This design comes from an exercise in tuning for small area and a short achievable clock period on the open sky130 flow, not from production work.
In this exercise RTL edits were held to simulation tests only and were not proved equivalent to the original.
No activity file was given, so power comes from the tool's default toggle rates.

## SCP
module SCP(Clock,Reset,Inst,InstAddr,FlagReg,Result_Out);
	input Clock,Reset;
	input [31:0] Inst;
	output [31:0] InstAddr;
	output reg [3:0] FlagReg;
	output [31:0] Result_Out;
	wire [1:0] Op  = Inst[27:26];
	wire       I   = Inst[25];
	wire [3:0] cmd = Inst[24:21];
	wire       S   = Inst[20];
	wire [3:0] Rn  = Inst[19:16];
	wire [3:0] Rd  = Inst[15:12];
	wire [3:0] Rm  = Inst[3:0];
	reg  [31:0] PC;
	reg  [32*15-1:0] rf;    
	reg  [32*64-1:0] dm;    
	assign InstAddr = PC;
	wire [29:0] pc_hi4 = PC[31:2] + 30'd1;
	wire [29:0] pc_hi8 = PC[31:2] + 30'd2;
	wire [31:0] PCPlus4 = {pc_hi4, PC[1:0]};
	wire [31:0] PCPlus8 = {pc_hi8, PC[1:0]};
	wire        is_mem = (Op == 2'b01);
	wire [15:0] oh1    = 16'd1 << Rn;
	wire [15:0] oh2    = 16'd1 << Rm;
	wire [15:0] ohd    = 16'd1 << Rd;
	wire [31:0] RD1, RD2, RD3;
	genvar b, w, k2;
	generate
		for (b = 0; b < 32; b = b + 1) begin : rdp
			wire [15:0] col;
			for (w = 0; w < 15; w = w + 1) begin : c
				assign col[w] = rf[32*w + b];
			end
			assign col[15] = PCPlus8[b];
			assign RD1[b] = |(col & oh1);
			assign RD2[b] = |(col & oh2);
			assign RD3[b] = |(col & ohd);
		end
	endgenerate
	wire [7:0]  addr8 = RD1[7:0] + Inst[7:0];
  ...
For scale: roughly 9700 cells after synthesis, roughly 2600 flip-flops, roughly 100 I/O pins, about 0.11 mm^2 of cells after synthesis.
==> flow/config.mk <==
export PLATFORM = sky130hd
export DESIGN_NAME = SCP
export DESIGN_NICKNAME = SCP
export VERILOG_FILES = /design/flow/design.v
export SDC_FILE = /design/flow/constraint.sdc
export NUM_CORES = 4
export LEC_CHECK = 0
export ABC_AREA = 1
export CAP_MARGIN = 20
export CORE_MARGIN = 2
export CORE_UTILIZATION = 45
export CTS_CLUSTER_DIAMETER = 80
export CTS_CLUSTER_SIZE = 30
export SLEW_MARGIN = 20
==> flow/constraint.sdc <==
create_clock -name core_clock -period 22.0 [get_ports {Clock}]
set_input_delay 4.4000 -clock core_clock [delete_from_list [all_inputs] [get_ports {Clock}]]
set_output_delay 4.4000 -clock core_clock [all_outputs]
set_load 0.01 [all_outputs]
standard.sh (not shown) runs the stock make flow with config.mk's settings and CLKGATE_MAP_FILE= SYNTH_SCRIPT=/design/flow/synth_recipe.tcl, a recipe that flattens the netlist after the stock synthesis.
==> flow/flow/run.sh <==
#!/bin/bash
# Standard ORFS layout, with timing repair aimed well below the clock period
# and plain buffers (not delay cells) on the ports.
set -euo pipefail
bash standard.sh SETUP_SLACK_MARGIN=8 \
  "BUFFER_PORTS_ARGS=-inputs -outputs -buffer_cell sky130_fd_sc_hd__buf_4" \
  finish > standard_flow.log 2>&1
Change:
==> flow/flow/run.sh (replaced) <==
#!/bin/bash
# Standard ORFS layout, with timing repair aimed well below the clock period.
set -euo pipefail
bash standard.sh SETUP_SLACK_MARGIN=8 finish > standard_flow.log 2>&1
Settings changed: CTS_BUF_LIST set to sky130_fd_sc_hd__clkbuf_4 sky130_fd_sc_hd__clkbuf_8, CTS_CLUSTER_DIAMETER 80 to unset, CTS_CLUSTER_SIZE 30 to unset.
The new run ran to the end with no violations.
Wire length came out higher by 0.77%.
Final area came out higher by 3.5%.
Total power came out higher by 8.8%.
Global-route usage came out higher by 0.63 points.
Change:
==> flow/flow/run.sh (replaced) <==
#!/bin/bash
# Standard ORFS layout, with timing repair aimed well below the clock period
# and plain buffers (not delay cells) on the ports.
set -euo pipefail
bash standard.sh SETUP_SLACK_MARGIN=8 \
  "BUFFER_PORTS_ARGS=-inputs -outputs -buffer_cell sky130_fd_sc_hd__buf_4" \
  finish > standard_flow.log 2>&1
Settings changed: CORE_UTILIZATION 45 to 55.
- wire length fell by 2.4%
- via count goes up by 0.83%
- total power decreases by 2.8%
- worst setup slack gets better by 110 ps
- maximum frequency came out higher by 0.75%
- global-route usage rises by 7.3 points

---

SCP again, from the RTL that the note above started with.
clock: 22.0 ns
lec_check: 0
abc_area: 1
cap_margin: 20
core_margin: 2
core_utilization: 45
cts_buf_list: sky130_fd_sc_hd__clkbuf_4 sky130_fd_sc_hd__clkbuf_8
slew_margin: 20
==> flow/flow/run.sh <==
#!/bin/bash
# Standard ORFS layout, with timing repair aimed well below the clock period
# and plain buffers (not delay cells) on the ports.
set -euo pipefail
bash standard.sh SETUP_SLACK_MARGIN=8 \
  "BUFFER_PORTS_ARGS=-inputs -outputs -buffer_cell sky130_fd_sc_hd__buf_4" \
  finish > standard_flow.log 2>&1
Change:
Settings changed: CORE_UTILIZATION 45 to 50, CTS_BUF_LIST sky130_fd_sc_hd__clkbuf_4 sky130_fd_sc_hd__clkbuf_8 to default, CTS_CLUSTER_DIAMETER from default to 80, CTS_CLUSTER_SIZE from default to 30.
Outcome: The changed run produced a clean layout. Worst setup slack improves by 0.063 ns. Total power goes down by 9.7%. Count of clock-buffer cells in the layout decreases by 434.
Change:
Settings changed: CORE_UTILIZATION 50 to 45, CTS_CLUSTER_DIAMETER 80 to 60, CTS_CLUSTER_SIZE 30 to 24.
What happened: Core utilization is lower by 4.5 points; wire length is higher by 2.9%; cell area is higher by 2.3%.

[afterwards: timing with drivers on the ports]
Ports are ideal in the flow. The routed layouts listed here were re-timed in OpenROAD.
Step 1 assumes that a clkbuf_16 drives the clock port and a buf_2 every other input.
Step 2 adds t to the input delays and takes it off the output delays; t is the mean of the earliest and latest rising clock arrival at the registers after step 1. Input paths then give back, and output paths get back, about the clock's delay inside the block.
a / b / c = ideal ports / drivers / drivers and shift; a / b = the first two.
| run | t (ns) | setup slack, ns | worst setup path at the end |
|---|---|---|---|
| the first run of note 1 | 0.927 | 7.773 / 7.608 / 7.608 | input to output |
| the second run of note 1 | 1.180 | 7.630 / 7.486 / 7.486 | input to output |
| the third run of note 1 | 1.186 | 7.737 / 7.584 / 7.584 | input to output |
| the first run of note 2 | 1.151 | 7.792 / 7.755 / 7.755 | input to output |
| the second run of note 2 | 0.932 | 7.855 / 7.700 / 7.700 | input to output |
| the third run of note 2 | 0.958 | 7.753 / 7.653 / 7.653 | input to output |
After both steps every run listed still meets setup and hold. The setup slack of the first run of note 1, which loses most, moves by -0.165 ns with the drivers and by -0.165 ns with both steps.
